Background: an optimization exercise with open tools, aiming at small area and a short achievable clock period. Do not read the settings as production practice.
Function was checked by simulation only, so behaviour that the tests miss may differ from the original.
Power and IR drop assume default switching activity.

==> run a: inputs <==
Design riscv_core, start of the top module:
module riscv_core(
    input clk,
    input reset,
    output [31:0] imem_addr,
    input [31:0] imem_rdata0,
    input [31:0] imem_rdata1,
    output [31:0] dmem_addr,
    output [31:0] dmem_wdata,
    output [3:0] dmem_op,
    input [31:0] dmem_rdata,
    output wb_en,
    output [4:0] wb_rd,
    output [31:0] wb_data
    );
    localparam [31:0] START = 32'h8000006c;
    reg  [31:0] pc;
    reg         resetR;         
    always @(posedge clk) resetR <= reset;
    reg  [31:0] rawD;
    reg  [31:0] pcD;
    reg  [1:0]  incD;           
    reg         regwE, jumpE, brE, ldsE;
    reg  [1:0]  rsrcE;
    reg  [3:0]  memopE;
    reg  [2:0]  f3E;
    reg         altE, passbE, alusrcE;
    reg         fa2E, fa1E, fb2E, fb1E;
    reg  [5:0]  brSelE;
    reg  [4:0]  rs1E, rs2E, rdE;
    reg  [31:0] rd1E, rd2E, immE;
    reg         holdR;
    reg  [31:0] pcPlusR, pcTarR;
    reg         regwM;
    reg  [1:0]  rsrcM;
    reg  [3:0]  memopM;
    reg  [4:0]  rdM;
    reg  [31:0] aluM, dataM;
    reg         regwW;
    reg  [4:0]  rdW;
  ...
export LEC_CHECK = 0
export CAP_MARGIN = 20
export CORE_MARGIN = 2
export CORE_UTILIZATION = 40
export CTS_BUF_LIST = sky130_fd_sc_hd__clkbuf_4 sky130_fd_sc_hd__clkbuf_8
export CTS_CLUSTER_DIAMETER = 80
export CTS_CLUSTER_SIZE = 16
export PLACE_DENSITY = 0.6
export SLEW_MARGIN = 20
create_clock -name core_clock -period 15.0 [get_ports {clk}]
standard.sh (not shown) runs the stock make flow with config.mk's settings and CLKGATE_MAP_FILE= SYNTH_SCRIPT=/design/flow/synth_recipe.tcl, a recipe that flattens the netlist after the stock synthesis.
==> flow/flow/run.sh <==
#!/bin/bash
set -uo pipefail
bash standard.sh SETUP_SLACK_MARGIN=10.4 "BUFFER_PORTS_ARGS=-buffer_cell sky130_fd_sc_hd__buf_2" finish > standard_flow.log 2>&1
==> run b (differences from run a) <==
--- a/flow/design.v
+++ b/flow/design.v
@@ -101,17 +101,13 @@
     wire [15:0] lo16 = pc[1] ? imem_rdata0[31:16] : imem_rdata0[15:0];
     wire [15:0] hi16 = pc[1] ? imem_rdata1[15:0]  : imem_rdata0[31:16];
     wire        cF   = (lo16[1:0] != 2'b11);
     wire [29:0] pcIncF   = pc[31:2] + 30'd1;
     wire [31:0] pcPlusF  = {(cF & ~pc[1]) ? pc[31:2] : pcIncF, cF ^ pc[1], pc[0]};
-    wire [31:0] expLo, expHi;
-    rvc_expand u_expLo (.h(imem_rdata0[15:0]),  .o(expLo));
-    rvc_expand u_expHi (.h(imem_rdata0[31:16]), .o(expHi));
-    wire        cLo = (imem_rdata0[1:0] != 2'b11);
-    wire        cHi = (imem_rdata0[17:16] != 2'b11);
-    wire [31:0] instF = pc[1] ? (cHi ? expHi : {imem_rdata1[15:0], imem_rdata0[31:16]})
-                              : (cLo ? expLo : imem_rdata0);
+    wire [31:0] expF;
+    rvc_expand u_exp (.h(lo16), .o(expF));
+    wire [31:0] instF = cF ? expF : {hi16, lo16};
     wire [31:0] iD = rawD;
     wire [6:0]  op  = iD[6:0];
     wire [2:0]  f3  = iD[14:12];
     wire        f7  = iD[30];
     wire [4:0]  rs1D = iD[19:15];
- CAP_MARGIN: 20 -> 30
- CTS_CLUSTER_DIAMETER: 80 -> 70
- CTS_CLUSTER_SIZE: 16 -> 14
==> run c (differences from run a) <==
--- a/flow/design.v
+++ b/flow/design.v
@@ -101,17 +101,13 @@
     wire [15:0] lo16 = pc[1] ? imem_rdata0[31:16] : imem_rdata0[15:0];
     wire [15:0] hi16 = pc[1] ? imem_rdata1[15:0]  : imem_rdata0[31:16];
     wire        cF   = (lo16[1:0] != 2'b11);
     wire [29:0] pcIncF   = pc[31:2] + 30'd1;
     wire [31:0] pcPlusF  = {(cF & ~pc[1]) ? pc[31:2] : pcIncF, cF ^ pc[1], pc[0]};
-    wire [31:0] expLo, expHi;
-    rvc_expand u_expLo (.h(imem_rdata0[15:0]),  .o(expLo));
-    rvc_expand u_expHi (.h(imem_rdata0[31:16]), .o(expHi));
-    wire        cLo = (imem_rdata0[1:0] != 2'b11);
-    wire        cHi = (imem_rdata0[17:16] != 2'b11);
-    wire [31:0] instF = pc[1] ? (cHi ? expHi : {imem_rdata1[15:0], imem_rdata0[31:16]})
-                              : (cLo ? expLo : imem_rdata0);
+    wire [31:0] expF;
+    rvc_expand u_exp (.h(lo16), .o(expF));
+    wire [31:0] instF = cF ? expF : {hi16, lo16};
     wire [31:0] iD = rawD;
     wire [6:0]  op  = iD[6:0];
     wire [2:0]  f3  = iD[14:12];
     wire        f7  = iD[30];
     wire [4:0]  rs1D = iD[19:15];
==> flow/flow/run.sh (replaced) <==
#!/bin/bash
set -uo pipefail
bash standard.sh SETUP_SLACK_MARGIN=10.3 "BUFFER_PORTS_ARGS=-buffer_cell sky130_fd_sc_hd__buf_2" finish > standard_flow.log 2>&1
- CAP_MARGIN: 20 -> 30
- CTS_CLUSTER_DIAMETER: 80 -> 70
- CTS_CLUSTER_SIZE: 16 -> 14
==> results.txt <==
quantity                                                                             run b           run c             run a
Outcome                                                                     finished clean  finished clean    finished clean
Share of the final layout cell area in sequential cells                             50.99%          51.38%            50.65%
Core box area                                                                   0.2015 mm²      0.2015 mm²        0.2048 mm²
Time the final worst path needs with I/O delays and setup                         4.644 ns        4.785 ns          4.656 ns
Worst R2R Path Depth                                                                    16              15                 8
Placed instance count                                                                 9715            9709              9820
Top power consumer group                                               combinational cells       registers         registers
Adder and majority cell fraction of the synthesized area                            2.668%          2.668%            2.615%
Routed length per instance                                                        39.18 µm        39.09 µm          39.45 µm
Hold WS                                                                          0.3587 ns       0.3640 ns         0.3684 ns
Crit path DAT                                                                      5.52 ns         5.61 ns           1.66 ns
Post-cts sizing count                                                                  334             237               375
Initial antenna violation count                                                         29              27                28
Total power per unit cell area                                                184.9 mW/mm²    185.3 mW/mm²      182.7 mW/mm²
First-iteration detailed-routing DRC count                                           14583           15376             13664
Weighted congestion at the end of routability-driven global placement                1.016           1.011             1.026
CP startpoint                                                                 fa1E$_DFF_P_    fa1E$_DFF_P_  resW[19]$_DFF_P_
Number of signal-net buffers in the layout                                             667             588               612
Combined flip-flop and latch cell area                                         0.04699 mm²     0.04686 mm²       0.04708 mm²
Slew at the pin closest to its max-slew limit                                     1.128 ns        1.175 ns          1.361 ns

afterwards: timing with drivers on the ports:
No port has a modelled driver above. Below, the same layouts with a new extraction and two added sets of constraints.
Step 1 (the two cells are an assumption about what drives the block):
set clk [get_ports {clk}]
set_driving_cell -lib_cell sky130_fd_sc_hd__clkbuf_16 $clk
set_driving_cell -lib_cell sky130_fd_sc_hd__buf_2 [delete_from_list [all_inputs] $clk]
Step 2 adds t to the input delays and takes it off the output delays; t is the mean of the earliest and latest rising clock arrival at the registers after step 1. Input paths then give back, and output paths get back, about the clock's delay inside the block.
Slacks: ideal ports / drivers / drivers and shift; pairs: ideal ports / drivers.
run | t (ns) | setup WS [ns] | slew at the worst register clock pin (ns) | worst data-port slew with drivers (ns)
run a | 1.028 | 10.344 / 10.251 / 9.437 | 0.12 / 0.12 | 0.43
run b | 1.060 | 10.356 / 10.273 / 9.407 | 0.11 / 0.11 | 0.13
run c | 1.042 | 10.215 / 10.215 / 9.303 | 0.11 / 0.11 | 0.15
After both steps every run listed still meets setup and hold. For run b, which loses most, drivers alone change the setup slack by -0.083 ns; drivers and shift together by -0.949 ns.
